What follows belongs to an exercise in optimizing a design on an open flow for small area; a production flow would make more cautious choices.
Power and IR drop assume default switching activity.

## source
module source(copy_memory, instruction, r1, r2, r3, clk);
input wire [11:0] instruction;
input wire clk;
output reg [7:0] r1;
output reg [7:0] r2;
output reg [7:0] r3;
output wire [63:0] copy_memory;
reg [7:0] mem0, mem1, mem2, mem3, mem4, mem5, mem6, mem7;
assign copy_memory = {mem7, mem6, mem5, mem4, mem3, mem2, mem1, mem0};
wire [2:0] op = instruction[11:9];
wire [2:0] fa = instruction[8:6];
wire [2:0] fb = instruction[5:3];
wire [2:0] fd = instruction[2:0];
wire nalu, alu, add, x01, isshift, t2x;
wire [3:0] tt;
g_nor3 u_nalu (.a(op[2]), .b(op[1]), .c(op[0]), .y(nalu));    
g_inv u_alu (.a(nalu), .y(alu));
g_and3 u_add (.a(op[2]), .b(op[1]), .c(op[0]), .y(add));      
g_xor2 u_x01 (.a(op[1]), .b(op[0]), .y(x01));
g_and2 u_sh (.a(op[2]), .b(x01), .y(isshift));               
g_nor3b u_t0 (.a(op[1]), .b(op[0]), .cn(op[2]), .y(tt[0]));   
g_mux2 u_t2 (.a0(x01), .a1(add), .s(op[2]), .y(tt[2]));       
g_or2 u_t1 (.a(tt[2]), .b(tt[0]), .y(tt[1]));                 
g_nor2b u_t3 (.a(op[2]), .bn(op[1]), .y(tt[3]));              
wire [2:0] fan, fbn;
wire [7:0] sa, sb;
genvar k, i;
generate for (i = 0; i < 3; i = i + 1) begin : inv_ab
	g_inv u_ia (.a(fa[i]), .y(fan[i]));
	g_inv u_ib (.a(fb[i]), .y(fbn[i]));
end endgenerate
generate for (k = 0; k < 8; k = k + 1) begin : dec_ab
  ...
Size in the first run: about 270 cells after synthesis, roughly 88 flip-flops, ~0.0040 mm^2 of cells after synthesis.
Settings: LEC_CHECK=0, ABC_AREA=1, CAP_MARGIN=20, CORE_MARGIN=2, CORE_UTILIZATION=40, SLEW_MARGIN=20, SYNTH_HIERARCHICAL=1, SYNTH_MINIMUM_KEEP_SIZE=0; clock period 5.5 ns.
standard.sh (not shown) runs the stock make flow with config.mk's settings and CLKGATE_MAP_FILE= SYNTH_SCRIPT=/design/flow/synth_recipe.tcl, a recipe that flattens the netlist after the stock synthesis.
==> flow/flow/run.sh <==
#!/bin/bash
# The standard ORFS layout (standard.sh) with three changes:
#  - ABC maps for area only (flow/abc_area.script, no buffering or upsizing);
#    synthesis is otherwise the standard one, so the registers are unchanged;
#  - port buffers are the smallest buffer, sky130_fd_sc_hd__buf_1;
#  - clock tree synthesis adds no dummy loads.
# Each ORFS step writes its full log under orfs/logs; make's output goes to make_finish.log.
set -euo pipefail
W=$PWD
SD=$W/scripts_mod
rm -rf "$SD"
cp -r "$FLOW_HOME/scripts" "$SD"
cp "$W/flow/abc_area.script" "$SD/abc_area.script"
bash "$W/standard.sh" SCRIPTS_DIR="$SD" \
  BUFFER_PORTS_ARGS="-buffer_cell sky130_fd_sc_hd__buf_1" \
  CTS_ARGS="-sink_clustering_enable -repair_clock_nets -dont_use_dummy_load" \
  finish > "$W/make_finish.log" 2>&1
==> flow/flow/abc_area.script <==
strash
&get -n
&st
&dch
&nf -a
&put
topo
The first run passed the timing, DRC and antenna checks.
Edit:
- GPL_TIMING_DRIVEN: not set -> 0
=>
- The changed run finished clean
- routed wire length is lower by 3.3%
- total power decreases by 1.6%
- maximum frequency shrinks by 2.1%
- die area is unchanged
- flip-flop and latch count stays the same
- worst setup slack is worse by 0.11 ns
- design area shrinks by 6.0%
- worst hold slack improved by 0.023 ns
Function was not checked in any run of this note: the RTL went through the layout flow alone.

* * *

oak:
Another version of the RTL of source (not shown whole).
Size: roughly 270 cells after synthesis, about 88 flip-flops, roughly 100 I/O pins, ~0.0039 mm2 of cells after synthesis.
export LEC_CHECK = 0
export ABC_AREA = 1
export CAP_MARGIN = 20
export CORE_MARGIN = 2
export CORE_UTILIZATION = 40
export GPL_TIMING_DRIVEN = 0
export SLEW_MARGIN = 20
export SYNTH_HIERARCHICAL = 1
export SYNTH_MINIMUM_KEEP_SIZE = 0
create_clock -name core_clock -period 5.5 [get_ports {clk}]
Scripts as last shown in full above: flow/flow/run.sh, flow/flow/abc_area.script
The final layout from oak, which completed every stage, passed the timing, DRC and antenna checks at the end of the flow.
## Diff of input files: pine against oak
# oak
export LEC_CHECK = 0
export ABC_AREA = 1
export CAP_MARGIN = 20
export CORE_MARGIN = 2
export CORE_UTILIZATION = 40
export GPL_TIMING_DRIVEN = 0
export SLEW_MARGIN = 20
export SYNTH_HIERARCHICAL = 1
export SYNTH_MINIMUM_KEEP_SIZE = 0
create_clock -name core_clock -period 5.5 [get_ports {clk}]
# pine
export LEC_CHECK = 0
export ABC_AREA = 1
export CAP_MARGIN = 20
export CORE_MARGIN = 2
export CORE_UTILIZATION = 60
export CTS_CLUSTER_DIAMETER = 60
export CTS_CLUSTER_SIZE = 30
export GPL_TIMING_DRIVEN = 0
export SLEW_MARGIN = 20
export SYNTH_HIERARCHICAL = 1
export SYNTH_MINIMUM_KEEP_SIZE = 0
create_clock -name core_clock -period 5.5 [get_ports {clk}]
## What came out
From oak to pine the numbers moved as follows: portion of the layout cell area used by clock cells now sits at about the same level, number of antenna violations at the first check in global routing saw little to no change, share of the clock period used by the worst path up 2.2 points, HPWL reported at the end of detailed placement shrank by 580 um, layout-stage area growth over the synthesis result went down 2.1 points. pine reports its beginning of the critical path as instruction[11] while oak reports instruction[3]. Pin count of the biggest net entering global routing sits lower in pine than in oak. Relative to oak, fraction of area in multi-input gates has increased by 0.30 points in pine. Post-synthesis instance area: oak vs pine identical. Worst hold margin: pine higher than oak.
No run of this note included a check of the RTL's function; only the layout flow was run.

[separate check: timing with driven ports]
The flow's constraints put no driver on any port. The routed layouts listed below were extracted and timed again, unchanged, in two steps. Step 1 sets driving cells, clkbuf_16 on the clock port and buf_2 on the other inputs (assumed; they add their load-dependent delay and slew). Step 2 adds t to the input delays and takes it off the output delays; t is the mean of the earliest and latest rising clock arrival at the registers after step 1. Input paths then give back, and output paths get back, about the clock's delay inside the block. a / b / c = no drivers / after step 1 / after step 2; a / b = the first two.
run	t (ns)	slack for setup (ns)	hold WS [ns]
the first run of note 1	0.371	0.288 / 0.296 / -0.075	0.647 / 0.647 / 0.647
the second run of note 1	0.381	0.174 / 0.185 / -0.196	0.669 / 0.669 / 0.669
oak	0.385	0.299 / 0.302 / -0.083	0.620 / 0.620 / 0.620
pine	0.389	0.177 / 0.184 / -0.204	0.650 / 0.650 / 0.650
With both steps, setup timing fails in every run listed, where it was met with ideal ports. The setup slack of oak, which loses most, moves by +0.003 ns with the drivers and by -0.382 ns with both steps.
